This is an optimization exercise on Yosys and OpenROAD, whose aim is small area and a short achievable clock period, not a production implementation.
Only the layout flow was run in this run; the RTL was not checked for function there.
Power and IR drop assume default switching activity.

===== flow/config.mk =====
export PLATFORM = sky130hd
export DESIGN_NAME = fp_multiplier
export DESIGN_NICKNAME = fp_multiplier
export VERILOG_FILES = /design/flow/design.v
export SDC_FILE = /design/flow/constraint.sdc
export NUM_CORES = 4
export LEC_CHECK = 0
export CAP_MARGIN = 20
export CORE_MARGIN = 2
export CORE_UTILIZATION = 40
export SETUP_SLACK_MARGIN = 4.9
export SLEW_MARGIN = 20
export SYNTH_HIERARCHICAL = 1

===== flow/constraint.sdc =====
create_clock -name core_clock -period 8.0 [get_ports {clk}]
set_input_delay 1.6000 -clock core_clock [delete_from_list [all_inputs] [get_ports {clk}]]
set_output_delay 1.6000 -clock core_clock [all_outputs]
set_load 0.01 [all_outputs]

===== flow/design.v =====
module fp_multiplier (
    input         sign,
    input         clk,
    input         rst,
    input  [16:0] a,
    input  [16:0] b,
    output [17:0] out,
    output        overflow,
    output        underflow
);
  wire [17:0] xa = {sign & a[16], a};
  wire [17:0] yb = {sign & b[16], b};
  wire [8:0] neg_d, one_d, two_d;
  wire [18:0] ybz = {yb, 1'b0};
  genvar gi;
  generate for (gi = 0; gi < 9; gi = gi + 1) begin : benc
    wire y2 = ybz[2*gi+2], y1 = ybz[2*gi+1], y0 = ybz[2*gi];
    assign neg_d[gi] = y2 & ~(y1 & y0);
    assign one_d[gi] = y1 ^ y0;
    assign two_d[gi] = (y2 & ~y1 & ~y0) | (~y2 & y1 & y0);
  end endgenerate
  reg [17:0] xr;
  reg [8:0] negr, oner, twor;
  reg s1;
  always @(posedge clk) begin
    xr <= xa; negr <= neg_d; oner <= one_d; twor <= two_d; s1 <= sign;
  end
  wire [4:0] r8sel = one_d[8] ? xa[4:0] : two_d[8] ? {xa[3:0], 1'b0} : 5'd0;
  wire [5:0] r8sum = {1'b0, r8sel ^ {5{neg_d[8]}}} + neg_d[8];
  reg [5:0] r8r;
  always @(posedge clk) r8r <= r8sum;
  wire lz_d = (1'b1 & ~|yb[9:0]) | (~|xa[0:0] & ~|yb[8:0]) | (~|xa[1:0] & ~|yb[7:0]) | (~|xa[2:0] & ~|yb[6:0]) | (~|xa[3:0] & ~|yb[5:0]) | (~|xa[4:0] & ~|yb[4:0]) | (~|xa[5:0] & ~|yb[3:0]) | (~|xa[6:0] & ~|yb[2:0]) | (~|xa[7:0] & ~|yb[1:0]) | (~|xa[8:0] & ~|yb[0:0]) | (~|xa[9:0] & 1'b1);
  reg lz1;
  always @(posedge clk) lz1 <= lz_d;
  wire pp1, pp2, pp3, pp4, pp5, pp6, pp7, pp8, pp9, pp10, pp11, pp12;
  wire pp13, pp14, pp15, pp16, pp17, pp18, pp19, pp20, pp21, pp22, pp23, pp24;
  wire pp25, pp26, pp27, pp28, pp29, pp30, pp31, pp32, pp33, pp34, pp35, pp36;
  wire pp37, pp38, pp39, pp40, pp41, pp42, pp43, pp44, pp45, pp46, pp47, pp48;
  wire pp49, pp50, pp51, pp52, pp53, pp54, pp55, pp56, pp57, pp58, pp59, pp60;
  wire pp61, pp62, pp63, pp64, pp65, pp66, pp67, pp68, pp69, pp70, pp71, pp72;
  wire pp73, pp74, pp75, pp76, pp77, pp78, pp79, pp80, pp81, pp82, pp83, pp84;
  wire pp85, pp86, pp87, pp88, pp89, pp90, pp91, pp92, pp93, pp94, pp95, pp96;
  wire pp97, pp98, pp99, pp100, pp101, pp102, pp103, pp104, pp105, pp106, pp107, pp108;
  wire pp109, pp110, pp111, pp112, pp113, pp114, pp115, pp116, pp117, pp118, pp119, pp120;
  wire pp121, pp122, pp123, pp124, pp125, pp126, pp127, pp128, pp129, pp130, pp131, pp132;
  wire pp133, pp134, pp135, pp136, pp137, pp138, pp139, pp140, pp141, pp142, pp143, pp144;
  wire pp145, pp146, pp147, pp148, pp149, pp150, pp151, pp152, pp153, pp154, pp155, pp156;
  wire pp157, pp158, pp159, pp160, pp161, pp162, pp163, pp164, pp165, pp166, s167, c168;
  wire s169, c170, s171, c172, s173, c174, s175, c176, s177, c178, s179, c180;
  wire s181, c182, s183, c184, s185, c186, s187, c188, s189, c190, s191, c192;
  wire s193, c194, s195, c196, s197, c198, s199, c200, s201, c202, s203, c204;
  wire s205, c206, s207, c208, s209, c210, s211, c212, s213, c214, s215, c216;
  wire s217, c218, s219, c220, s221, c222, s223, c224, s225, c226, s227, c228;
  wire s229, c230, s231, c232, s233, c234, s235, c236, s237, s238, c239, s240;
  wire c241, s242, c243, s244, c245, s246, c247, s248, c249, s250, c251, s252;
  wire c253, s254, c255, s256, c257, s258, c259, s260, c261, s262, c263, s264;
  wire c265, s266, c267, s268, c269, s270, c271, s272, c273, s274, c275, s276;
  wire c277, s278, c279, s280, c281, s282, c283, s284, c285, s286, c287, s288;
  wire c289, s290, c291, s292, c293, s294, c295, s296, c297, s298, c299, s300;
  wire c301, s302, c303, s304, c305, s306, c307, s308, c309, s310, c311, s312;
  wire c313, s314, c315, s316, c317, s318, c319, s320, c321, s322, c323, s324;
  wire s325, c326, s327, c328, s329, c330, s331, c332, s333, c334, s335, c336;
  wire s337, c338, s339, c340, s341, c342, s343, c344, s345, c346, s347, c348;
  wire s349, c350, s351, c352, s353, c354, s355, c356, s357, c358, s359, c360;
  wire s361, c362, s363, c364, s365, c366, s367, c368, s369, c370, s371, c372;
  wire s373, c374, s375, c376, s377, c378, s379, s380, c381, s382, c383, s384;
  wire c385, s386, c387, s388, c389, s390, c391, s392, c393, s394, c395, s396;
  wire c397, s398, c399, s400, c401, s402, c403, s404, c405, s406, c407, s408;
  wire c409, s410, c411, s412, c413, s414, c415, s416, c417, s418, c419, s420;
  wire c421, s422, c423, s424, c425, s426, c427, s428, c429, s430, c431, s432;
  wire c433, s434, c435, s436, c437, s438, c439, s440, c441, s442, lg443, lp444;
  wire lg445, lp446, lg447, lp448, lg449, lp450, lg451, lp452, lg453, lp454, lg455, lp456;
  wire lg457, lp458, lg459, lp460, lg461, lp462, lG463, lP464, lG465, lP466, lG467, lP468;
  wire lG469, lP470, lG471, lP472, lG473, lP474, lG475, lP476, lG477, lP478, lG479, lP480;
  wire lG481, lP482, lG483, lP484, lG485, lP486, lG487, lP488, lG489, lP490, lG491, lP492;
  wire tg493, tp494, tg495, tp496, tg497, tp498, tG499, tP500, tG501, tP502, hg503, hp504;
  wire hg505, hp506, hg507, hp508, hg509, hp510, hg511, hp512, hg513, hp514, hg515, hp516;
  wire hg517, hp518, hg519, hp520, hg521, hp522, hg523, hp524, hg525, hp526, hg527, hp528;
  wire hg529, hp530, hg531, hp532, hg533, hp534, hg535, hp536, hg537, hp538, hg539, hp540;
  wire hg541, hp542, hg543, hp544, hg545, hp546, hg547, hp548, hg549, hp550, hg551, hp552;
  wire hG553, hP554, hG555, hP556, hG557, hP558, hG559, hP560, hG561, hP562, hG563, hP564;
  wire hG565, hP566, hG567, hP568, hG569, hP570, hG571, hP572, hG573, hP574, hG575, hP576;
  wire hG577, hP578, hG579, hP580, hG581, hP582, hG583, hP584, hG585, hP586, hG587, hP588;
  wire hG589, hP590, hG591, hP592, hG593, hP594, hG595, hP596, hG597, hP598, hG599, hP600;
  wire hG601, hP602, hG603, hP604, hG605, hP606, hG607, hP608, hG609, hP610, hG611, hP612;
  wire hG613, hP614, hG615, hP616, hG617, hP618, hG619, hP620, hG621, hP622, hG623, hP624;
  wire hG625, hP626, hG627, hP628, hG629, hP630, hG631, hP632, hG633, hP634, hG635, hP636;
  wire hG637, hP638, hG639, hP640, hG641, hP642, hG643, hP644, hG645, hP646, hG647, hP648;
  wire hG649, hP650, hG651, hP652, hG653, hP654, hG655, hP656, hG657, hP658, hG659, hP660;
  assign pp1 = ((oner[0] & xr[0])) ^ negr[0];
  assign pp2 = ((oner[0] & xr[1]) | (twor[0] & xr[0])) ^ negr[0];
  assign pp3 = ((oner[0] & xr[2]) | (twor[0] & xr[1])) ^ negr[0];
  assign pp4 = ((oner[0] & xr[3]) | (twor[0] & xr[2])) ^ negr[0];
  assign pp5 = ((oner[0] & xr[4]) | (twor[0] & xr[3])) ^ negr[0];
  assign pp6 = ((oner[0] & xr[5]) | (twor[0] & xr[4])) ^ negr[0];
  assign pp7 = ((oner[0] & xr[6]) | (twor[0] & xr[5])) ^ negr[0];
  assign pp8 = ((oner[0] & xr[7]) | (twor[0] & xr[6])) ^ negr[0];
  assign pp9 = ((oner[0] & xr[8]) | (twor[0] & xr[7])) ^ negr[0];
  assign pp10 = ((oner[0] & xr[9]) | (twor[0] & xr[8])) ^ negr[0];
  assign pp11 = ((oner[0] & xr[10]) | (twor[0] & xr[9])) ^ negr[0];
  assign pp12 = ((oner[0] & xr[11]) | (twor[0] & xr[10])) ^ negr[0];
  assign pp13 = ((oner[0] & xr[12]) | (twor[0] & xr[11])) ^ negr[0];
  assign pp14 = ((oner[0] & xr[13]) | (twor[0] & xr[12])) ^ negr[0];
  assign pp15 = ((oner[0] & xr[14]) | (twor[0] & xr[13])) ^ negr[0];
  assign pp16 = ((oner[0] & xr[15]) | (twor[0] & xr[14])) ^ negr[0];
  assign pp17 = ((oner[0] & xr[16]) | (twor[0] & xr[15])) ^ negr[0];
  assign pp18 = ((oner[0] & xr[17]) | (twor[0] & xr[16])) ^ negr[0];
  assign pp19 = ((oner[0] & xr[17]) | (twor[0] & xr[17])) ^ negr[0];
  assign pp20 = ~pp19;
  assign pp21 = ((oner[1] & xr[0])) ^ negr[1];
  assign pp22 = ((oner[1] & xr[1]) | (twor[1] & xr[0])) ^ negr[1];
  assign pp23 = ((oner[1] & xr[2]) | (twor[1] & xr[1])) ^ negr[1];
  assign pp24 = ((oner[1] & xr[3]) | (twor[1] & xr[2])) ^ negr[1];
  assign pp25 = ((oner[1] & xr[4]) | (twor[1] & xr[3])) ^ negr[1];
  assign pp26 = ((oner[1] & xr[5]) | (twor[1] & xr[4])) ^ negr[1];
  assign pp27 = ((oner[1] & xr[6]) | (twor[1] & xr[5])) ^ negr[1];
  assign pp28 = ((oner[1] & xr[7]) | (twor[1] & xr[6])) ^ negr[1];
  assign pp29 = ((oner[1] & xr[8]) | (twor[1] & xr[7])) ^ negr[1];
  assign pp30 = ((oner[1] & xr[9]) | (twor[1] & xr[8])) ^ negr[1];
  assign pp31 = ((oner[1] & xr[10]) | (twor[1] & xr[9])) ^ negr[1];
  assign pp32 = ((oner[1] & xr[11]) | (twor[1] & xr[10])) ^ negr[1];
  assign pp33 = ((oner[1] & xr[12]) | (twor[1] & xr[11])) ^ negr[1];
  assign pp34 = ((oner[1] & xr[13]) | (twor[1] & xr[12])) ^ negr[1];
  assign pp35 = ((oner[1] & xr[14]) | (twor[1] & xr[13])) ^ negr[1];
  assign pp36 = ((oner[1] & xr[15]) | (twor[1] & xr[14])) ^ negr[1];
  assign pp37 = ((oner[1] & xr[16]) | (twor[1] & xr[15])) ^ negr[1];
  assign pp38 = ((oner[1] & xr[17]) | (twor[1] & xr[16])) ^ negr[1];
  assign pp39 = ~(((oner[1] & xr[17]) | (twor[1] & xr[17])) ^ negr[1]);
  assign pp40 = ((oner[2] & xr[0])) ^ negr[2];
  assign pp41 = ((oner[2] & xr[1]) | (twor[2] & xr[0])) ^ negr[2];
  assign pp42 = ((oner[2] & xr[2]) | (twor[2] & xr[1])) ^ negr[2];
  assign pp43 = ((oner[2] & xr[3]) | (twor[2] & xr[2])) ^ negr[2];
  assign pp44 = ((oner[2] & xr[4]) | (twor[2] & xr[3])) ^ negr[2];
  assign pp45 = ((oner[2] & xr[5]) | (twor[2] & xr[4])) ^ negr[2];
  assign pp46 = ((oner[2] & xr[6]) | (twor[2] & xr[5])) ^ negr[2];
  assign pp47 = ((oner[2] & xr[7]) | (twor[2] & xr[6])) ^ negr[2];
  assign pp48 = ((oner[2] & xr[8]) | (twor[2] & xr[7])) ^ negr[2];
  assign pp49 = ((oner[2] & xr[9]) | (twor[2] & xr[8])) ^ negr[2];
  assign pp50 = ((oner[2] & xr[10]) | (twor[2] & xr[9])) ^ negr[2];
  assign pp51 = ((oner[2] & xr[11]) | (twor[2] & xr[10])) ^ negr[2];
  assign pp52 = ((oner[2] & xr[12]) | (twor[2] & xr[11])) ^ negr[2];
  assign pp53 = ((oner[2] & xr[13]) | (twor[2] & xr[12])) ^ negr[2];
  assign pp54 = ((oner[2] & xr[14]) | (twor[2] & xr[13])) ^ negr[2];
  assign pp55 = ((oner[2] & xr[15]) | (twor[2] & xr[14])) ^ negr[2];
  assign pp56 = ((oner[2] & xr[16]) | (twor[2] & xr[15])) ^ negr[2];
  assign pp57 = ((oner[2] & xr[17]) | (twor[2] & xr[16])) ^ negr[2];
  assign pp58 = ~(((oner[2] & xr[17]) | (twor[2] & xr[17])) ^ negr[2]);
  assign pp59 = ((oner[3] & xr[0])) ^ negr[3];
  assign pp60 = ((oner[3] & xr[1]) | (twor[3] & xr[0])) ^ negr[3];
  assign pp61 = ((oner[3] & xr[2]) | (twor[3] & xr[1])) ^ negr[3];
  assign pp62 = ((oner[3] & xr[3]) | (twor[3] & xr[2])) ^ negr[3];
  assign pp63 = ((oner[3] & xr[4]) | (twor[3] & xr[3])) ^ negr[3];
  assign pp64 = ((oner[3] & xr[5]) | (twor[3] & xr[4])) ^ negr[3];
  assign pp65 = ((oner[3] & xr[6]) | (twor[3] & xr[5])) ^ negr[3];
  assign pp66 = ((oner[3] & xr[7]) | (twor[3] & xr[6])) ^ negr[3];
  assign pp67 = ((oner[3] & xr[8]) | (twor[3] & xr[7])) ^ negr[3];
  assign pp68 = ((oner[3] & xr[9]) | (twor[3] & xr[8])) ^ negr[3];
  assign pp69 = ((oner[3] & xr[10]) | (twor[3] & xr[9])) ^ negr[3];
  assign pp70 = ((oner[3] & xr[11]) | (twor[3] & xr[10])) ^ negr[3];
  assign pp71 = ((oner[3] & xr[12]) | (twor[3] & xr[11])) ^ negr[3];
  assign pp72 = ((oner[3] & xr[13]) | (twor[3] & xr[12])) ^ negr[3];
  assign pp73 = ((oner[3] & xr[14]) | (twor[3] & xr[13])) ^ negr[3];
  assign pp74 = ((oner[3] & xr[15]) | (twor[3] & xr[14])) ^ negr[3];
  assign pp75 = ((oner[3] & xr[16]) | (twor[3] & xr[15])) ^ negr[3];
  assign pp76 = ((oner[3] & xr[17]) | (twor[3] & xr[16])) ^ negr[3];
  assign pp77 = ~(((oner[3] & xr[17]) | (twor[3] & xr[17])) ^ negr[3]);
  assign pp78 = ((oner[4] & xr[0])) ^ negr[4];
  assign pp79 = ((oner[4] & xr[1]) | (twor[4] & xr[0])) ^ negr[4];
  assign pp80 = ((oner[4] & xr[2]) | (twor[4] & xr[1])) ^ negr[4];
  assign pp81 = ((oner[4] & xr[3]) | (twor[4] & xr[2])) ^ negr[4];
  assign pp82 = ((oner[4] & xr[4]) | (twor[4] & xr[3])) ^ negr[4];
  assign pp83 = ((oner[4] & xr[5]) | (twor[4] & xr[4])) ^ negr[4];
  assign pp84 = ((oner[4] & xr[6]) | (twor[4] & xr[5])) ^ negr[4];
  assign pp85 = ((oner[4] & xr[7]) | (twor[4] & xr[6])) ^ negr[4];
  assign pp86 = ((oner[4] & xr[8]) | (twor[4] & xr[7])) ^ negr[4];
  assign pp87 = ((oner[4] & xr[9]) | (twor[4] & xr[8])) ^ negr[4];
  assign pp88 = ((oner[4] & xr[10]) | (twor[4] & xr[9])) ^ negr[4];
  assign pp89 = ((oner[4] & xr[11]) | (twor[4] & xr[10])) ^ negr[4];
  assign pp90 = ((oner[4] & xr[12]) | (twor[4] & xr[11])) ^ negr[4];
  assign pp91 = ((oner[4] & xr[13]) | (twor[4] & xr[12])) ^ negr[4];
  assign pp92 = ((oner[4] & xr[14]) | (twor[4] & xr[13])) ^ negr[4];
  assign pp93 = ((oner[4] & xr[15]) | (twor[4] & xr[14])) ^ negr[4];
  assign pp94 = ((oner[4] & xr[16]) | (twor[4] & xr[15])) ^ negr[4];
  assign pp95 = ((oner[4] & xr[17]) | (twor[4] & xr[16])) ^ negr[4];
  assign pp96 = ~(((oner[4] & xr[17]) | (twor[4] & xr[17])) ^ negr[4]);
  assign pp97 = ((oner[5] & xr[0])) ^ negr[5];
  assign pp98 = ((oner[5] & xr[1]) | (twor[5] & xr[0])) ^ negr[5];
  assign pp99 = ((oner[5] & xr[2]) | (twor[5] & xr[1])) ^ negr[5];
  assign pp100 = ((oner[5] & xr[3]) | (twor[5] & xr[2])) ^ negr[5];
  assign pp101 = ((oner[5] & xr[4]) | (twor[5] & xr[3])) ^ negr[5];
  assign pp102 = ((oner[5] & xr[5]) | (twor[5] & xr[4])) ^ negr[5];
  assign pp103 = ((oner[5] & xr[6]) | (twor[5] & xr[5])) ^ negr[5];
  assign pp104 = ((oner[5] & xr[7]) | (twor[5] & xr[6])) ^ negr[5];
  assign pp105 = ((oner[5] & xr[8]) | (twor[5] & xr[7])) ^ negr[5];
  assign pp106 = ((oner[5] & xr[9]) | (twor[5] & xr[8])) ^ negr[5];
  assign pp107 = ((oner[5] & xr[10]) | (twor[5] & xr[9])) ^ negr[5];
  assign pp108 = ((oner[5] & xr[11]) | (twor[5] & xr[10])) ^ negr[5];
  assign pp109 = ((oner[5] & xr[12]) | (twor[5] & xr[11])) ^ negr[5];
  assign pp110 = ((oner[5] & xr[13]) | (twor[5] & xr[12])) ^ negr[5];
  assign pp111 = ((oner[5] & xr[14]) | (twor[5] & xr[13])) ^ negr[5];
  assign pp112 = ((oner[5] & xr[15]) | (twor[5] & xr[14])) ^ negr[5];
  assign pp113 = ((oner[5] & xr[16]) | (twor[5] & xr[15])) ^ negr[5];
  assign pp114 = ((oner[5] & xr[17]) | (twor[5] & xr[16])) ^ negr[5];
  assign pp115 = ~(((oner[5] & xr[17]) | (twor[5] & xr[17])) ^ negr[5]);
  assign pp116 = ((oner[6] & xr[0])) ^ negr[6];
  assign pp117 = ((oner[6] & xr[1]) | (twor[6] & xr[0])) ^ negr[6];
  assign pp118 = ((oner[6] & xr[2]) | (twor[6] & xr[1])) ^ negr[6];
  assign pp119 = ((oner[6] & xr[3]) | (twor[6] & xr[2])) ^ negr[6];
  assign pp120 = ((oner[6] & xr[4]) | (twor[6] & xr[3])) ^ negr[6];
  assign pp121 = ((oner[6] & xr[5]) | (twor[6] & xr[4])) ^ negr[6];
  assign pp122 = ((oner[6] & xr[6]) | (twor[6] & xr[5])) ^ negr[6];
  assign pp123 = ((oner[6] & xr[7]) | (twor[6] & xr[6])) ^ negr[6];
  assign pp124 = ((oner[6] & xr[8]) | (twor[6] & xr[7])) ^ negr[6];
  assign pp125 = ((oner[6] & xr[9]) | (twor[6] & xr[8])) ^ negr[6];
  assign pp126 = ((oner[6] & xr[10]) | (twor[6] & xr[9])) ^ negr[6];
  assign pp127 = ((oner[6] & xr[11]) | (twor[6] & xr[10])) ^ negr[6];
  assign pp128 = ((oner[6] & xr[12]) | (twor[6] & xr[11])) ^ negr[6];
  assign pp129 = ((oner[6] & xr[13]) | (twor[6] & xr[12])) ^ negr[6];
  assign pp130 = ((oner[6] & xr[14]) | (twor[6] & xr[13])) ^ negr[6];
  assign pp131 = ((oner[6] & xr[15]) | (twor[6] & xr[14])) ^ negr[6];
  assign pp132 = ((oner[6] & xr[16]) | (twor[6] & xr[15])) ^ negr[6];
  assign pp133 = ((oner[6] & xr[17]) | (twor[6] & xr[16])) ^ negr[6];
  assign pp134 = ~(((oner[6] & xr[17]) | (twor[6] & xr[17])) ^ negr[6]);
  assign pp135 = ((oner[7] & xr[0])) ^ negr[7];
  assign pp136 = ((oner[7] & xr[1]) | (twor[7] & xr[0])) ^ negr[7];
  assign pp137 = ((oner[7] & xr[2]) | (twor[7] & xr[1])) ^ negr[7];
  assign pp138 = ((oner[7] & xr[3]) | (twor[7] & xr[2])) ^ negr[7];
  assign pp139 = ((oner[7] & xr[4]) | (twor[7] & xr[3])) ^ negr[7];
  assign pp140 = ((oner[7] & xr[5]) | (twor[7] & xr[4])) ^ negr[7];
  assign pp141 = ((oner[7] & xr[6]) | (twor[7] & xr[5])) ^ negr[7];
  assign pp142 = ((oner[7] & xr[7]) | (twor[7] & xr[6])) ^ negr[7];
  assign pp143 = ((oner[7] & xr[8]) | (twor[7] & xr[7])) ^ negr[7];
  assign pp144 = ((oner[7] & xr[9]) | (twor[7] & xr[8])) ^ negr[7];
  assign pp145 = ((oner[7] & xr[10]) | (twor[7] & xr[9])) ^ negr[7];
  assign pp146 = ((oner[7] & xr[11]) | (twor[7] & xr[10])) ^ negr[7];
  assign pp147 = ((oner[7] & xr[12]) | (twor[7] & xr[11])) ^ negr[7];
  assign pp148 = ((oner[7] & xr[13]) | (twor[7] & xr[12])) ^ negr[7];
  assign pp149 = ((oner[7] & xr[14]) | (twor[7] & xr[13])) ^ negr[7];
  assign pp150 = ((oner[7] & xr[15]) | (twor[7] & xr[14])) ^ negr[7];
  assign pp151 = ((oner[7] & xr[16]) | (twor[7] & xr[15])) ^ negr[7];
  assign pp152 = ((oner[7] & xr[17]) | (twor[7] & xr[16])) ^ negr[7];
  assign pp153 = ~(((oner[7] & xr[17]) | (twor[7] & xr[17])) ^ negr[7]);
  assign pp154 = ((oner[8] & xr[5]) | (twor[8] & xr[4])) ^ negr[8];
  assign pp155 = ((oner[8] & xr[6]) | (twor[8] & xr[5])) ^ negr[8];
  assign pp156 = ((oner[8] & xr[7]) | (twor[8] & xr[6])) ^ negr[8];
  assign pp157 = ((oner[8] & xr[8]) | (twor[8] & xr[7])) ^ negr[8];
  assign pp158 = ((oner[8] & xr[9]) | (twor[8] & xr[8])) ^ negr[8];
  assign pp159 = ((oner[8] & xr[10]) | (twor[8] & xr[9])) ^ negr[8];
  assign pp160 = ((oner[8] & xr[11]) | (twor[8] & xr[10])) ^ negr[8];
  assign pp161 = ((oner[8] & xr[12]) | (twor[8] & xr[11])) ^ negr[8];
  assign pp162 = ((oner[8] & xr[13]) | (twor[8] & xr[12])) ^ negr[8];
  assign pp163 = ((oner[8] & xr[14]) | (twor[8] & xr[13])) ^ negr[8];
  assign pp164 = ((oner[8] & xr[15]) | (twor[8] & xr[14])) ^ negr[8];
  assign pp165 = ((oner[8] & xr[16]) | (twor[8] & xr[15])) ^ negr[8];
  assign pp166 = ((oner[8] & xr[17]) | (twor[8] & xr[16])) ^ negr[8];
  fp_ha u_s167 (.a(negr[5]), .b(pp11), .s(s167), .co(c168));
  fp_ha u_s169 (.a(pp12), .b(pp30), .s(s169), .co(c170));
  fp_fa u_s171 (.a(negr[6]), .b(pp13), .c(pp31), .s(s171), .co(c172));
  fp_ha u_s173 (.a(pp48), .b(pp65), .s(s173), .co(c174));
  fp_fa u_s175 (.a(pp14), .b(pp32), .c(pp49), .s(s175), .co(c176));
  fp_ha u_s177 (.a(pp66), .b(pp83), .s(s177), .co(c178));
  fp_fa u_s179 (.a(negr[7]), .b(pp15), .c(pp33), .s(s179), .co(c180));
  fp_fa u_s181 (.a(pp50), .b(pp67), .c(pp84), .s(s181), .co(c182));
  fp_ha u_s183 (.a(pp101), .b(pp118), .s(s183), .co(c184));
  fp_fa u_s185 (.a(pp16), .b(pp34), .c(pp51), .s(s185), .co(c186));
  fp_fa u_s187 (.a(pp68), .b(pp85), .c(pp102), .s(s187), .co(c188));
  fp_ha u_s189 (.a(pp119), .b(pp136), .s(s189), .co(c190));
  fp_fa u_s191 (.a(r8r[0]), .b(pp17), .c(pp35), .s(s191), .co(c192));
  fp_fa u_s193 (.a(pp52), .b(pp69), .c(pp86), .s(s193), .co(c194));
  fp_fa u_s195 (.a(pp103), .b(pp120), .c(pp137), .s(s195), .co(c196));
  fp_fa u_s197 (.a(r8r[1]), .b(pp18), .c(pp36), .s(s197), .co(c198));
  fp_fa u_s199 (.a(pp53), .b(pp70), .c(pp87), .s(s199), .co(c200));
  fp_fa u_s201 (.a(pp104), .b(pp121), .c(pp138), .s(s201), .co(c202));
  fp_fa u_s203 (.a(r8r[2]), .b(pp19), .c(pp37), .s(s203), .co(c204));
  fp_fa u_s205 (.a(pp54), .b(pp71), .c(pp88), .s(s205), .co(c206));
  fp_fa u_s207 (.a(pp105), .b(pp122), .c(pp139), .s(s207), .co(c208));
  fp_fa u_s209 (.a(r8r[3]), .b(pp19), .c(pp38), .s(s209), .co(c210));
  fp_fa u_s211 (.a(pp55), .b(pp72), .c(pp89), .s(s211), .co(c212));
  fp_fa u_s213 (.a(pp106), .b(pp123), .c(pp140), .s(s213), .co(c214));
  fp_fa u_s215 (.a(r8r[4]), .b(pp39), .c(pp56), .s(s215), .co(c216));
  fp_fa u_s217 (.a(pp73), .b(pp90), .c(pp107), .s(s217), .co(c218));
  fp_fa u_s219 (.a(pp124), .b(pp141), .c(pp20), .s(s219), .co(c220));
  assign s221 = ~(r8r[5] ^ pp57);
  assign c222 = r8r[5] | pp57;
  fp_fa u_s223 (.a(pp74), .b(pp91), .c(pp108), .s(s223), .co(c224));
  fp_fa u_s225 (.a(pp125), .b(pp142), .c(pp154), .s(s225), .co(c226));
  fp_fa u_s227 (.a(pp58), .b(pp75), .c(pp92), .s(s227), .co(c228));
  fp_fa u_s229 (.a(pp109), .b(pp126), .c(pp143), .s(s229), .co(c230));
  assign s231 = ~(pp76 ^ pp93);
  assign c232 = pp76 | pp93;
  fp_ha u_s233 (.a(pp110), .b(pp127), .s(s233), .co(c234));
  fp_fa u_s235 (.a(pp77), .b(pp94), .c(pp111), .s(s235), .co(c236));
  assign s237 = ~pp95;
  fp_ha u_s238 (.a(negr[3]), .b(pp7), .s(s238), .co(c239));
  fp_ha u_s240 (.a(pp8), .b(pp26), .s(s240), .co(c241));
  fp_fa u_s242 (.a(negr[4]), .b(pp9), .c(pp27), .s(s242), .co(c243));
  fp_ha u_s244 (.a(pp44), .b(pp61), .s(s244), .co(c245));
  fp_fa u_s246 (.a(pp10), .b(pp28), .c(pp45), .s(s246), .co(c247));
  fp_ha u_s248 (.a(pp62), .b(pp79), .s(s248), .co(c249));
  fp_fa u_s250 (.a(pp29), .b(pp46), .c(pp63), .s(s250), .co(c251));
  fp_fa u_s252 (.a(pp80), .b(pp97), .c(s167), .s(s252), .co(c253));
  fp_fa u_s254 (.a(pp47), .b(pp64), .c(pp81), .s(s254), .co(c255));
  fp_fa u_s256 (.a(pp98), .b(c168), .c(s169), .s(s256), .co(c257));
  fp_fa u_s258 (.a(pp82), .b(pp99), .c(pp116), .s(s258), .co(c259));
  fp_fa u_s260 (.a(c170), .b(s173), .c(s171), .s(s260), .co(c261));
  fp_fa u_s262 (.a(pp100), .b(pp117), .c(c174), .s(s262), .co(c263));
  fp_fa u_s264 (.a(s177), .b(c172), .c(s175), .s(s264), .co(c265));
  fp_fa u_s266 (.a(pp135), .b(c178), .c(s183), .s(s266), .co(c267));
  fp_fa u_s268 (.a(c176), .b(s179), .c(s181), .s(s268), .co(c269));
  fp_fa u_s270 (.a(c184), .b(s189), .c(c180), .s(s270), .co(c271));
  fp_fa u_s272 (.a(c182), .b(s185), .c(s187), .s(s272), .co(c273));
  fp_fa u_s274 (.a(c190), .b(c186), .c(c188), .s(s274), .co(c275));
  fp_fa u_s276 (.a(s191), .b(s193), .c(s195), .s(s276), .co(c277));
  fp_fa u_s278 (.a(c192), .b(c194), .c(c196), .s(s278), .co(c279));
  fp_fa u_s280 (.a(s197), .b(s199), .c(s201), .s(s280), .co(c281));
  fp_fa u_s282 (.a(c198), .b(c200), .c(c202), .s(s282), .co(c283));
  fp_fa u_s284 (.a(s203), .b(s205), .c(s207), .s(s284), .co(c285));
  fp_fa u_s286 (.a(c204), .b(c206), .c(c208), .s(s286), .co(c287));
  fp_fa u_s288 (.a(s209), .b(s211), .c(s213), .s(s288), .co(c289));
  fp_fa u_s290 (.a(c210), .b(c212), .c(c214), .s(s290), .co(c291));
  fp_fa u_s292 (.a(s215), .b(s217), .c(s219), .s(s292), .co(c293));
  fp_fa u_s294 (.a(s221), .b(c216), .c(c218), .s(s294), .co(c295));
  fp_fa u_s296 (.a(c220), .b(s223), .c(s225), .s(s296), .co(c297));
  fp_fa u_s298 (.a(pp155), .b(c222), .c(c224), .s(s298), .co(c299));
  fp_fa u_s300 (.a(c226), .b(s227), .c(s229), .s(s300), .co(c301));
  fp_fa u_s302 (.a(pp144), .b(pp156), .c(s231), .s(s302), .co(c303));
  fp_fa u_s304 (.a(s233), .b(c228), .c(c230), .s(s304), .co(c305));
  fp_fa u_s306 (.a(pp128), .b(pp145), .c(pp157), .s(s306), .co(c307));
  fp_fa u_s308 (.a(c232), .b(c234), .c(s235), .s(s308), .co(c309));
  fp_fa u_s310 (.a(pp112), .b(pp129), .c(pp146), .s(s310), .co(c311));
  fp_fa u_s312 (.a(pp158), .b(s237), .c(c236), .s(s312), .co(c313));
  fp_fa u_s314 (.a(pp95), .b(pp96), .c(pp113), .s(s314), .co(c315));
  fp_fa u_s316 (.a(pp130), .b(pp147), .c(pp159), .s(s316), .co(c317));
  assign s318 = ~(pp114 ^ pp131);
  assign c319 = pp114 | pp131;
  fp_ha u_s320 (.a(pp148), .b(pp160), .s(s320), .co(c321));
  fp_fa u_s322 (.a(pp115), .b(pp132), .c(pp149), .s(s322), .co(c323));
  assign s324 = ~pp133;
  fp_ha u_s325 (.a(negr[2]), .b(pp5), .s(s325), .co(c326));
  fp_ha u_s327 (.a(pp6), .b(pp24), .s(s327), .co(c328));
  fp_fa u_s329 (.a(pp25), .b(pp42), .c(pp59), .s(s329), .co(c330));
  fp_fa u_s331 (.a(pp43), .b(pp60), .c(c239), .s(s331), .co(c332));
  fp_fa u_s333 (.a(pp78), .b(c241), .c(s244), .s(s333), .co(c334));
  fp_fa u_s335 (.a(c245), .b(s248), .c(c243), .s(s335), .co(c336));
  fp_fa u_s337 (.a(c249), .b(c247), .c(s250), .s(s337), .co(c338));
  fp_fa u_s339 (.a(c251), .b(s254), .c(c253), .s(s339), .co(c340));
  fp_fa u_s341 (.a(c255), .b(s258), .c(c257), .s(s341), .co(c342));
  fp_fa u_s343 (.a(c259), .b(s262), .c(c261), .s(s343), .co(c344));
  fp_fa u_s345 (.a(c263), .b(s266), .c(c265), .s(s345), .co(c346));
  fp_fa u_s347 (.a(c267), .b(c269), .c(s270), .s(s347), .co(c348));
  fp_fa u_s349 (.a(c271), .b(c273), .c(s274), .s(s349), .co(c350));
  fp_fa u_s351 (.a(c275), .b(c277), .c(s278), .s(s351), .co(c352));
  fp_fa u_s353 (.a(c279), .b(c281), .c(s282), .s(s353), .co(c354));
  fp_fa u_s355 (.a(c283), .b(c285), .c(s286), .s(s355), .co(c356));
  fp_fa u_s357 (.a(c287), .b(c289), .c(s290), .s(s357), .co(c358));
  fp_fa u_s359 (.a(c291), .b(s294), .c(c293), .s(s359), .co(c360));
  fp_fa u_s361 (.a(c295), .b(c297), .c(s298), .s(s361), .co(c362));
  fp_fa u_s363 (.a(s302), .b(c299), .c(c301), .s(s363), .co(c364));
  fp_fa u_s365 (.a(s306), .b(c303), .c(c305), .s(s365), .co(c366));
  fp_fa u_s367 (.a(c307), .b(s310), .c(c309), .s(s367), .co(c368));
  fp_fa u_s369 (.a(c311), .b(s314), .c(s316), .s(s369), .co(c370));
  fp_fa u_s371 (.a(s318), .b(s320), .c(c315), .s(s371), .co(c372));
  fp_fa u_s373 (.a(pp161), .b(c319), .c(c321), .s(s373), .co(c374));
  fp_fa u_s375 (.a(pp150), .b(pp162), .c(s324), .s(s375), .co(c376));
  fp_fa u_s377 (.a(pp133), .b(pp134), .c(pp151), .s(s377), .co(c378));
  assign s379 = ~pp152;
  fp_ha u_s380 (.a(negr[1]), .b(pp3), .s(s380), .co(c381));
  fp_ha u_s382 (.a(pp4), .b(pp22), .s(s382), .co(c383));
  fp_fa u_s384 (.a(pp23), .b(pp40), .c(s325), .s(s384), .co(c385));
  fp_fa u_s386 (.a(pp41), .b(c326), .c(s327), .s(s386), .co(c387));
  fp_fa u_s388 (.a(c328), .b(s238), .c(s329), .s(s388), .co(c389));
  fp_fa u_s390 (.a(s240), .b(c330), .c(s331), .s(s390), .co(c391));
  fp_fa u_s392 (.a(s242), .b(c332), .c(s333), .s(s392), .co(c393));
  fp_fa u_s394 (.a(s246), .b(c334), .c(s335), .s(s394), .co(c395));
  fp_fa u_s396 (.a(s252), .b(c336), .c(s337), .s(s396), .co(c397));
  fp_fa u_s398 (.a(s256), .b(c338), .c(s339), .s(s398), .co(c399));
  fp_fa u_s400 (.a(s260), .b(c340), .c(s341), .s(s400), .co(c401));
  fp_fa u_s402 (.a(s264), .b(c342), .c(s343), .s(s402), .co(c403));
  fp_fa u_s404 (.a(s268), .b(c344), .c(s345), .s(s404), .co(c405));
  fp_fa u_s406 (.a(s272), .b(c346), .c(s347), .s(s406), .co(c407));
  fp_fa u_s408 (.a(s276), .b(c348), .c(s349), .s(s408), .co(c409));
  fp_fa u_s410 (.a(s280), .b(c350), .c(s351), .s(s410), .co(c411));
  fp_fa u_s412 (.a(s284), .b(c352), .c(s353), .s(s412), .co(c413));
  fp_fa u_s414 (.a(s288), .b(c354), .c(s355), .s(s414), .co(c415));
  fp_fa u_s416 (.a(s292), .b(c356), .c(s357), .s(s416), .co(c417));
  fp_fa u_s418 (.a(s296), .b(c358), .c(s359), .s(s418), .co(c419));
  fp_fa u_s420 (.a(s300), .b(c360), .c(s361), .s(s420), .co(c421));
  fp_fa u_s422 (.a(s304), .b(c362), .c(s363), .s(s422), .co(c423));
  fp_fa u_s424 (.a(s308), .b(s365), .c(c364), .s(s424), .co(c425));
  fp_fa u_s426 (.a(s312), .b(c366), .c(s367), .s(s426), .co(c427));
  fp_fa u_s428 (.a(c313), .b(s369), .c(c368), .s(s428), .co(c429));
  fp_fa u_s430 (.a(c317), .b(c370), .c(s371), .s(s430), .co(c431));
  fp_fa u_s432 (.a(s322), .b(s373), .c(c372), .s(s432), .co(c433));
  fp_fa u_s434 (.a(c323), .b(s375), .c(c374), .s(s434), .co(c435));
  fp_fa u_s436 (.a(pp163), .b(c376), .c(s377), .s(s436), .co(c437));
  fp_fa u_s438 (.a(pp164), .b(s379), .c(c378), .s(s438), .co(c439));
  fp_fa u_s440 (.a(pp152), .b(pp153), .c(pp165), .s(s440), .co(c441));
  assign s442 = ~pp166;
  assign lg443 = (negr[0] & pp1);
  assign lp444 = (negr[0] ^ pp1);
  assign lg445 = (pp2 & 1'b0);
  assign lp446 = (pp2 ^ 1'b0);
  assign lg447 = (s380 & pp21);
  assign lp448 = (s380 ^ pp21);
  assign lg449 = (c381 & s382);
  assign lp450 = (c381 ^ s382);
  assign lg451 = (c383 & s384);
  assign lp452 = (c383 ^ s384);
  assign lg453 = (c385 & s386);
  assign lp454 = (c385 ^ s386);
  assign lg455 = (c387 & s388);
  assign lp456 = (c387 ^ s388);
  assign lg457 = (c389 & s390);
  assign lp458 = (c389 ^ s390);
  assign lg459 = (c391 & s392);
  assign lp460 = (c391 ^ s392);
  assign lg461 = (c393 & s394);
  assign lp462 = (c393 ^ s394);
  assign lG463 = lg445 | (lp446 & lg443);
  assign lP464 = lp446 & lp444;
  assign lG465 = lg449 | (lp450 & lg447);
  assign lP466 = lp450 & lp448;
  assign lG467 = lg453 | (lp454 & lg451);
  assign lP468 = lp454 & lp452;
  assign lG469 = lg457 | (lp458 & lg455);
  assign lP470 = lp458 & lp456;
  assign lG471 = lg461 | (lp462 & lg459);
  assign lP472 = lp462 & lp460;
  assign lG473 = lg447 | (lp448 & lG463);
  assign lP474 = lp448 & lP464;
  assign lG475 = lG465 | (lP466 & lG463);
  assign lP476 = lP466 & lP464;
  assign lG477 = lg455 | (lp456 & lG467);
  assign lP478 = lp456 & lP468;
  assign lG479 = lG469 | (lP470 & lG467);
  assign lP480 = lP470 & lP468;
  assign lG481 = lg451 | (lp452 & lG475);
  assign lP482 = lp452 & lP476;
  assign lG483 = lG467 | (lP468 & lG475);
  assign lP484 = lP468 & lP476;
  assign lG485 = lG477 | (lP478 & lG475);
  assign lP486 = lP478 & lP476;
  assign lG487 = lG479 | (lP480 & lG475);
  assign lP488 = lP480 & lP476;
  assign lG489 = lg459 | (lp460 & lG487);
  assign lP490 = lp460 & lP488;
  assign lG491 = lG471 | (lP472 & lG487);
  assign lP492 = lP472 & lP488;
  wire ck_w = lG491;
  wire [9:0] lot = {lp462, lp460, lp458, lp456, lp454, lp452, lp450, lp448, lp446, lp444};
  assign tg493 = (c437 & s438);
  assign tp494 = (c437 ^ s438);
  assign tg495 = (c439 & s440);
  assign tp496 = (c439 ^ s440);
  assign tg497 = (c441 & s442);
  assign tp498 = (c441 ^ s442);
  assign tG499 = tg495 | (tp496 & tg493);
  assign tP500 = tp496 & tp494;
  assign tG501 = tg497 | (tp498 & tG499);
  assign tP502 = tp498 & tP500;
  wire [23:0] ha_w = {(tp498 ^ tG499), (tp496 ^ tg493), tp494, c435, c433, c431, c429, c427, c425, c423, c421, c419, c417, c415, c413, c411, c409, c407, c405, c403, c401, c399, c397, c395};
  wire [20:0] hb_w = {s436, s434, s432, s430, s428, s426, s424, s422, s420, s418, s416, s414, s412, s410, s408, s406, s404, s402, s400, s398, s396};
  reg [23:0] ra;
  reg [20:0] rb;
  reg lor, land, ck, s2, rst_d;
  always @(posedge clk) begin
    ra <= ha_w; rb <= hb_w; s2 <= s1; rst_d <= rst;
    lor <= ~lz1; land <= &lot; ck <= ck_w;
  end
  assign hg503 = (ck & ck);
  assign hp504 = (ck ^ ck);
  assign hg505 = (ra[0] & rb[0]);
  assign hp506 = (ra[0] ^ rb[0]);
  assign hg507 = (ra[1] & rb[1]);
  assign hp508 = (ra[1] ^ rb[1]);
  assign hg509 = (ra[2] & rb[2]);
  assign hp510 = (ra[2] ^ rb[2]);
  assign hg511 = (ra[3] & rb[3]);
  assign hp512 = (ra[3] ^ rb[3]);
  assign hg513 = (ra[4] & rb[4]);
  assign hp514 = (ra[4] ^ rb[4]);
  assign hg515 = (ra[5] & rb[5]);
  assign hp516 = (ra[5] ^ rb[5]);
  assign hg517 = (ra[6] & rb[6]);
  assign hp518 = (ra[6] ^ rb[6]);
  assign hg519 = (ra[7] & rb[7]);
  assign hp520 = (ra[7] ^ rb[7]);
  assign hg521 = (ra[8] & rb[8]);
  assign hp522 = (ra[8] ^ rb[8]);
  assign hg523 = (ra[9] & rb[9]);
  assign hp524 = (ra[9] ^ rb[9]);
  assign hg525 = (ra[10] & rb[10]);
  assign hp526 = (ra[10] ^ rb[10]);
  assign hg527 = (ra[11] & rb[11]);
  assign hp528 = (ra[11] ^ rb[11]);
  assign hg529 = (ra[12] & rb[12]);
  assign hp530 = (ra[12] ^ rb[12]);
  assign hg531 = (ra[13] & rb[13]);
  assign hp532 = (ra[13] ^ rb[13]);
  assign hg533 = (ra[14] & rb[14]);
  assign hp534 = (ra[14] ^ rb[14]);
  assign hg535 = (ra[15] & rb[15]);
  assign hp536 = (ra[15] ^ rb[15]);
  assign hg537 = (ra[16] & rb[16]);
  assign hp538 = (ra[16] ^ rb[16]);
  assign hg539 = (ra[17] & rb[17]);
  assign hp540 = (ra[17] ^ rb[17]);
  assign hg541 = (ra[18] & rb[18]);
  assign hp542 = (ra[18] ^ rb[18]);
  assign hg543 = (ra[19] & rb[19]);
  assign hp544 = (ra[19] ^ rb[19]);
  assign hg545 = (ra[20] & rb[20]);
  assign hp546 = (ra[20] ^ rb[20]);
  assign hg547 = (ra[21] & 1'b0);
  assign hp548 = (ra[21] ^ 1'b0);
  assign hg549 = (ra[22] & 1'b0);
  assign hp550 = (ra[22] ^ 1'b0);
  assign hg551 = (ra[23] & 1'b0);
  assign hp552 = (ra[23] ^ 1'b0);
  assign hG553 = hg505 | (hp506 & hg503);
  assign hP554 = hp506 & hp504;
  assign hG555 = hg509 | (hp510 & hg507);
  assign hP556 = hp510 & hp508;
  assign hG557 = hg513 | (hp514 & hg511);
  assign hP558 = hp514 & hp512;
  assign hG559 = hg517 | (hp518 & hg515);
  assign hP560 = hp518 & hp516;
  assign hG561 = hg521 | (hp522 & hg519);
  assign hP562 = hp522 & hp520;
  assign hG563 = hg525 | (hp526 & hg523);
  assign hP564 = hp526 & hp524;
  assign hG565 = hg529 | (hp530 & hg527);
  assign hP566 = hp530 & hp528;
  assign hG567 = hg533 | (hp534 & hg531);
  assign hP568 = hp534 & hp532;
  assign hG569 = hg537 | (hp538 & hg535);
  assign hP570 = hp538 & hp536;
  assign hG571 = hg541 | (hp542 & hg539);
  assign hP572 = hp542 & hp540;
  assign hG573 = hg545 | (hp546 & hg543);
  assign hP574 = hp546 & hp544;
  assign hG575 = hg549 | (hp550 & hg547);
  assign hP576 = hp550 & hp548;
  assign hG577 = hg507 | (hp508 & hG553);
  assign hP578 = hp508 & hP554;
  assign hG579 = hG555 | (hP556 & hG553);
  assign hP580 = hP556 & hP554;
  assign hG581 = hg515 | (hp516 & hG557);
  assign hP582 = hp516 & hP558;
  assign hG583 = hG559 | (hP560 & hG557);
  assign hP584 = hP560 & hP558;
  assign hG585 = hg523 | (hp524 & hG561);
  assign hP586 = hp524 & hP562;
  assign hG587 = hG563 | (hP564 & hG561);
  assign hP588 = hP564 & hP562;
  assign hG589 = hg531 | (hp532 & hG565);
  assign hP590 = hp532 & hP566;
  assign hG591 = hG567 | (hP568 & hG565);
  assign hP592 = hP568 & hP566;
  assign hG593 = hg539 | (hp540 & hG569);
  assign hP594 = hp540 & hP570;
  assign hG595 = hG571 | (hP572 & hG569);
  assign hP596 = hP572 & hP570;
  assign hG597 = hg547 | (hp548 & hG573);
  assign hP598 = hp548 & hP574;
  assign hG599 = hG575 | (hP576 & hG573);
  assign hP600 = hP576 & hP574;
  assign hG601 = hg511 | (hp512 & hG579);
  assign hP602 = hp512 & hP580;
  assign hG603 = hG557 | (hP558 & hG579);
  assign hP604 = hP558 & hP580;
  assign hG605 = hG581 | (hP582 & hG579);
  assign hP606 = hP582 & hP580;
  assign hG607 = hG583 | (hP584 & hG579);
  assign hP608 = hP584 & hP580;
  assign hG609 = hg527 | (hp528 & hG587);
  assign hP610 = hp528 & hP588;
  assign hG611 = hG565 | (hP566 & hG587);
  assign hP612 = hP566 & hP588;
  assign hG613 = hG589 | (hP590 & hG587);
  assign hP614 = hP590 & hP588;
  assign hG615 = hG591 | (hP592 & hG587);
  assign hP616 = hP592 & hP588;
  assign hG617 = hg543 | (hp544 & hG595);
  assign hP618 = hp544 & hP596;
  assign hG619 = hG573 | (hP574 & hG595);
  assign hP620 = hP574 & hP596;
  assign hG621 = hG597 | (hP598 & hG595);
  assign hP622 = hP598 & hP596;
  assign hG623 = hG599 | (hP600 & hG595);
  assign hP624 = hP600 & hP596;
  assign hG625 = hg519 | (hp520 & hG607);
  assign hP626 = hp520 & hP608;
  assign hG627 = hG561 | (hP562 & hG607);
  assign hP628 = hP562 & hP608;
  assign hG629 = hG585 | (hP586 & hG607);
  assign hP630 = hP586 & hP608;
  assign hG631 = hG587 | (hP588 & hG607);
  assign hP632 = hP588 & hP608;
  assign hG633 = hG609 | (hP610 & hG607);
  assign hP634 = hP610 & hP608;
  assign hG635 = hG611 | (hP612 & hG607);
  assign hP636 = hP612 & hP608;
  assign hG637 = hG613 | (hP614 & hG607);
  assign hP638 = hP614 & hP608;
  assign hG639 = hG615 | (hP616 & hG607);
  assign hP640 = hP616 & hP608;
  assign hG641 = hg551 | (hp552 & hG623);
  assign hP642 = hp552 & hP624;
  assign hG643 = hg535 | (hp536 & hG639);
  assign hP644 = hp536 & hP640;
  assign hG645 = hG569 | (hP570 & hG639);
  assign hP646 = hP570 & hP640;
  assign hG647 = hG593 | (hP594 & hG639);
  assign hP648 = hP594 & hP640;
  assign hG649 = hG595 | (hP596 & hG639);
  assign hP650 = hP596 & hP640;
  assign hG651 = hG617 | (hP618 & hG639);
  assign hP652 = hP618 & hP640;
  assign hG653 = hG619 | (hP620 & hG639);
  assign hP654 = hP620 & hP640;
  assign hG655 = hG621 | (hP622 & hG639);
  assign hP656 = hP622 & hP640;
  assign hG657 = hG623 | (hP624 & hG639);
  assign hP658 = hP624 & hP640;
  assign hG659 = hG641 | (hP642 & hG639);
  assign hP660 = hP642 & hP640;
  wire [33:10] ph = {(hp552 ^ hG657), (hp550 ^ hG655), (hp548 ^ hG653), (hp546 ^ hG651), (hp544 ^ hG649), (hp542 ^ hG647), (hp540 ^ hG645), (hp538 ^ hG643), (hp536 ^ hG639), (hp534 ^ hG637), (hp532 ^ hG635), (hp530 ^ hG633), (hp528 ^ hG631), (hp526 ^ hG629), (hp524 ^ hG627), (hp522 ^ hG625), (hp520 ^ hG607), (hp518 ^ hG605), (hp516 ^ hG603), (hp514 ^ hG601), (hp512 ^ hG579), (hp510 ^ hG577), (hp508 ^ hG553), (hp506 ^ hg503)};
  wire neg = s2 & ph[33];
  wire ovf_w = neg ? ~&ph[33:25] : |ph[33:24];
  wire unf_w = neg ? ~(&ph[15:10] & land) : (|ph[15:10] | lor);
  wire clr = rst | rst_d;
  reg [17:0] out_r;
  reg overflow_r, underflow_r;
  always @(posedge clk) begin
    out_r       <= clr ? 18'd0 : ph[31:14];
    overflow_r  <= clr ? 1'b0 : ovf_w;
    underflow_r <= clr ? 1'b0 : unf_w;
  end
  assign overflow = overflow_r;
  assign underflow = underflow_r;
  assign out = out_r;
endmodule
module fp_fa (input a, input b, input c, output s, output co);
  assign s = a ^ b ^ c;
  assign co = (a & b) | (c & (a ^ b));
endmodule
module fp_ha (input a, input b, output s, output co);
  assign s = a ^ b;
  assign co = a & b;
endmodule

===== flow/flow/run.sh =====
#!/bin/bash
# Standard layout, with a plain buffer (buf_2) on every input and output port,
# a clock tree of clkbuf_8 cells and no dummy clock loads.
set -euo pipefail
bash standard.sh "BUFFER_PORTS_ARGS=-buffer_cell sky130_fd_sc_hd__buf_2" \
  "CTS_ARGS=-sink_clustering_enable -repair_clock_nets -dont_use_dummy_load -buf_list sky130_fd_sc_hd__clkbuf_8" \
  finish > make_finish.log 2>&1

===== flow/standard.sh =====
#!/bin/bash
# synth_recipe.tcl (not shown) runs the flow's synth.tcl, then flattens the netlist and writes it again
# the make line also repeats each setting of config.mk as NAME=value (left out here)
make -C /OpenROAD-flow-scripts/flow DESIGN_CONFIG=/design/flow/config.mk WORK_HOME=/design/flow/orfs CLKGATE_MAP_FILE= SYNTH_SCRIPT=/design/flow/synth_recipe.tcl "${@:-finish}"

==> impl_metrics.toml <==
[critical_path]
path_max_fanout = 4
rrSetupSlack_ns = 4.73
cp_slowest_stage_delay_ns = 0.42
critPathSlowestCell = "fa_2"
crit_top_cell = "fa_2"
crit_type = "reg -> reg"
required_ns = 8.29
reg2reg_from = "rb[0]"
crit_family = "simple AND/OR/NAND/NOR gates"
crit_chain = "fa_2 > a211oi_4 > nor3_4 > o211ai_1 > nand2_1 > fa_2 > xnor2_4 > nor4_4 > or3b_4 > a2111oi_4 > a211oi_2"
crit_arrival_ns = 3.56
end_kind = "register"
cp.depth = 11
r2r_end = "overflow_r"
r2r_cells = 11
crit_buf_inv = 0
startpoint_type = "register"

[placement]
dp_worst_setup_slack_ns = 4.44
gp_congestion = 0.855
placed_area_um2 = 10700
portBuffers = 56
place_hpwl_mm = 18.4

[drt]
vias = 7392
ant_nets = 0
finalWirelength_mm = 25.7
firstDrtPassIters = 6
avgRoutedWirePerCell_um = 19.2
detail_route.iter0.violations = 677
via_per_inst = 5.52
drc = 0

[pwr]
power.internal_mw = 2.15
finalPower_mw = 3.90
power.switching_mw = 1.74
seqPwrFrac = 0.254
combPwrFrac = 0.648
power_density_nw_per_um2 = 345
leakagePower_nw = 4.34
p_clk_frac = 0.098
peakVddDrop_uv = 155
p_sw_frac = 0.448

[synthesis]
syn_inst = 1008
syn-num-nets = 1225
async_flop_share = 0
syn_avg_cell_area_um2 = 10.2
yosysSeqAreaShare = 0.238
synth.distinct_cells = 59
ys_ff_latch = 123
synth_area_um2 = 10300
synth_flop_cell = "dfxtp_1"
ys_warn_count = 7
synth-edff-count = 0

[cells_and_area]
final_area_um2 = 11300
layout.nets = 1227
area_growth_syn_to_layout_pct = 9.33
post-route-util = 0.447
multi_input_area_um2 = 7450
antennaDiodeCount = 0
regArea_um2 = 2610
nFillCells = 2445
layout-drive-gt1-share = 0.158

[global_routing]
grt_pass1_wl_mm = 41.3
gr-total-overflow = 0
first_global_vias = 7441
antenna_found_initial = 0
grt_start_max_net_pins = 21
grt_usage = 0.199

[floorplan]
coreArea_um2 = 25300
die_x_um = 165
pin_count = 57
start_util = 0.409
rows = 58
die_area_um2 = 27100
die_h_um = 165

[clock_network]
clock-sinks = 123
clkTransAtPathRegs_ns = 0.07
worstSkewPairLatency_ns = 0.43
cts-root-buf = "clkbuf_8"
clockBufferDepth = 2
cts-htree-levels = 4
cts_tree = "done"
cts_buffers = 17

[hold_path]
min_path_type = "reg -> reg"
hold_depth = 0
worstHoldStart = "s1"
hold_end = "s2"

[timing]
slew_viol_final = 0
relSlewSlack = 0.450
worst_slew_pin_slew_ns = 0.824
tns_ns = 0
fin_skew_ns = 0.0215
max_clock_freq_ghz = 0.306
finalCritPeriodShare = 0.409
worst_slack_ns = 4.73
rsz0062_at_grt = "yes"
setup_viol_count_final = 0
hold_violations = 0
fin_crit_ns = 3.27

[status]
status = "timing/DRC/antenna clean"

[run]
max-cap-violations = 0
## power by group through the flow
stage / Clock, mW / Sequential [mW] / Combinational, mW
floorplan: 0 / 0.906 / 1.89
global placement: 0 / 1.00 / 2.38
detailed placement: 0 / 1.00 / 2.44
CTS: 0.401 / 0.994 / 2.47
global route: 0.426 / 1.01 / 2.91
finish: 0.381 / 0.989 / 2.53
## synth_stat cells, types with 10 or more instances
master	n	share of area
xnor2_1	168	0.14
o21ai_0	33	0.016
xor2_1	17	0.014
dfxtp_1	123	0.24
a22oi_1	149	0.11
nor2b_1	10	0.0061
clkbuf_1	79	0.029
nand2_1	35	0.013
nor2_1	33	0.012
ha_1	57	0.069
a21oi_1	21	0.010
fa_1	123	0.24
buf_1	16	0.0058
inv_1	31	0.011
## area by class of cell
| cell class | instances | share of cell area |
|---|---|---|
| clock buffer | 17 | 0.0207 |
| inverter | 31 | 0.0103 |
| multi-input combinational | 759 | 0.660 |
| sequential | 123 | 0.231 |
| tap | 330 | 0.0366 |
| timing repair buffer | 78 | 0.0417 |
## layout by cell type, fill, tap and decap left out, drive strengths merged, types with 10 or more instances in the layout
cell type and instances:
clkbuf 17, a21oi 22, dfxtp 123, xnor2 168
o21ai 35, ha 57, xor2 17, a22oi 150
inv 31, nor2 33, fa 123, buf 78
nand2 35, nor2b 10
## logic make-up (layout without fill, tap and decap cells)
family	Yosys count	count (layout)	synth area share
compound gates	247	247	0.173
fa+ha+maj	180	180	0.307
xor+xnor	185	185	0.157
flops	123	123	0.238
simple gates	141	141	0.0723
mux	6	6	0.00630
buf+inv	126	126	0.0458
## modules after synthesis (local to each module, per instance)
module	cells inside	flops+latches
fp_multiplier	875	123
fp_fa	1	0
fp_ha	1	0
## layer usage
| metal | global-route usage | part of all wire | vias to the layer above |
|---|---|---|---|
| met5 | 0 | 0 | - |
| met4 | 0.0526 | 0.012 | 0 |
| met3 | 0.0558 | 0.094 | 25 |
| met2 | 0.299 | 0.43 | 310 |
| met1 | 0.284 | 0.46 | 3582 |
| li1 | - | - | 3475 |
## state kept, by name, summed over array words and instances (netlist names)
signal / count
ck: 1
land: 1
lor: 1
lz1: 1
negr: 9
oner: 9
out_r: 18
overflow_r: 1
r8r: 6
ra: 24
rb: 21
rst_d: 1
s1: 1
s2: 1
twor: 9
underflow_r: 1
xr: 18
## worst register-to-register path: stages, from the launching register on
cell and delay [ns]:
dfxtp_1 0.32, fa_2 0.42, a211oi_4 0.33, nor3_4 0.09
o211ai_1 0.21, nand2_1 0.14, fa_2 0.41, xnor2_4 0.17
nor4_4 0.27, or3b_4 0.42, a2111oi_4 0.31, a211oi_2 0.05
## metrics by stage
| step | cells | hold WS [ns] |
|---|---|---|
| floorplan | 1008 | 0.310 |
| global placement | 1303 | 0.397 |
| detailed placement | 1303 | 0.396 |
| CTS | 1324 | 0.407 |
| global route | 1338 | 0.416 |
| finish | 1338 | 0.423 |
## worst max-delay path by stage
stage          startpoint    endpoint
2_1_floorplan     twor[1]          ck
3_5_place_dp        xr[7]        land
4_1_cts             ra[0]  overflow_r
3_3_place_gp      negr[0]        land
5_1_grt             rb[0]  overflow_r
6_report            rb[0]  overflow_r
## repair_timing
item	4_1_cts	5_1_grt
gates resized for setup	49	37
setup buffers	4	14
endpoints found under the setup margin	35	19
pin swaps	7	9
hold buffers	0	0

[port drivers added, routing unchanged]
The flow's constraints put no driver on any port. The routed layout listed below was extracted and timed again, unchanged, in two steps.
Step 1 assumes that a clkbuf_16 drives the clock port and a buf_2 every other input.
Step 2 adds t to the input delays and takes it off the output delays; t is the mean of the earliest and latest rising clock arrival at the registers after step 1. Input paths then give back, and output paths get back, about the clock's delay inside the block.
Slacks: ideal / step 1 / step 2; pairs: ideal / step 1.
t, ns: 0.468
setup slack, ns: 4.730 / 4.730 / 4.730
worst setup path at the end: register to register
pins driven straight from the clock port: 1
After both steps this run still meets setup and hold. For this run, drivers alone change the setup slack by 0.000 ns; drivers and shift together by 0.000 ns.
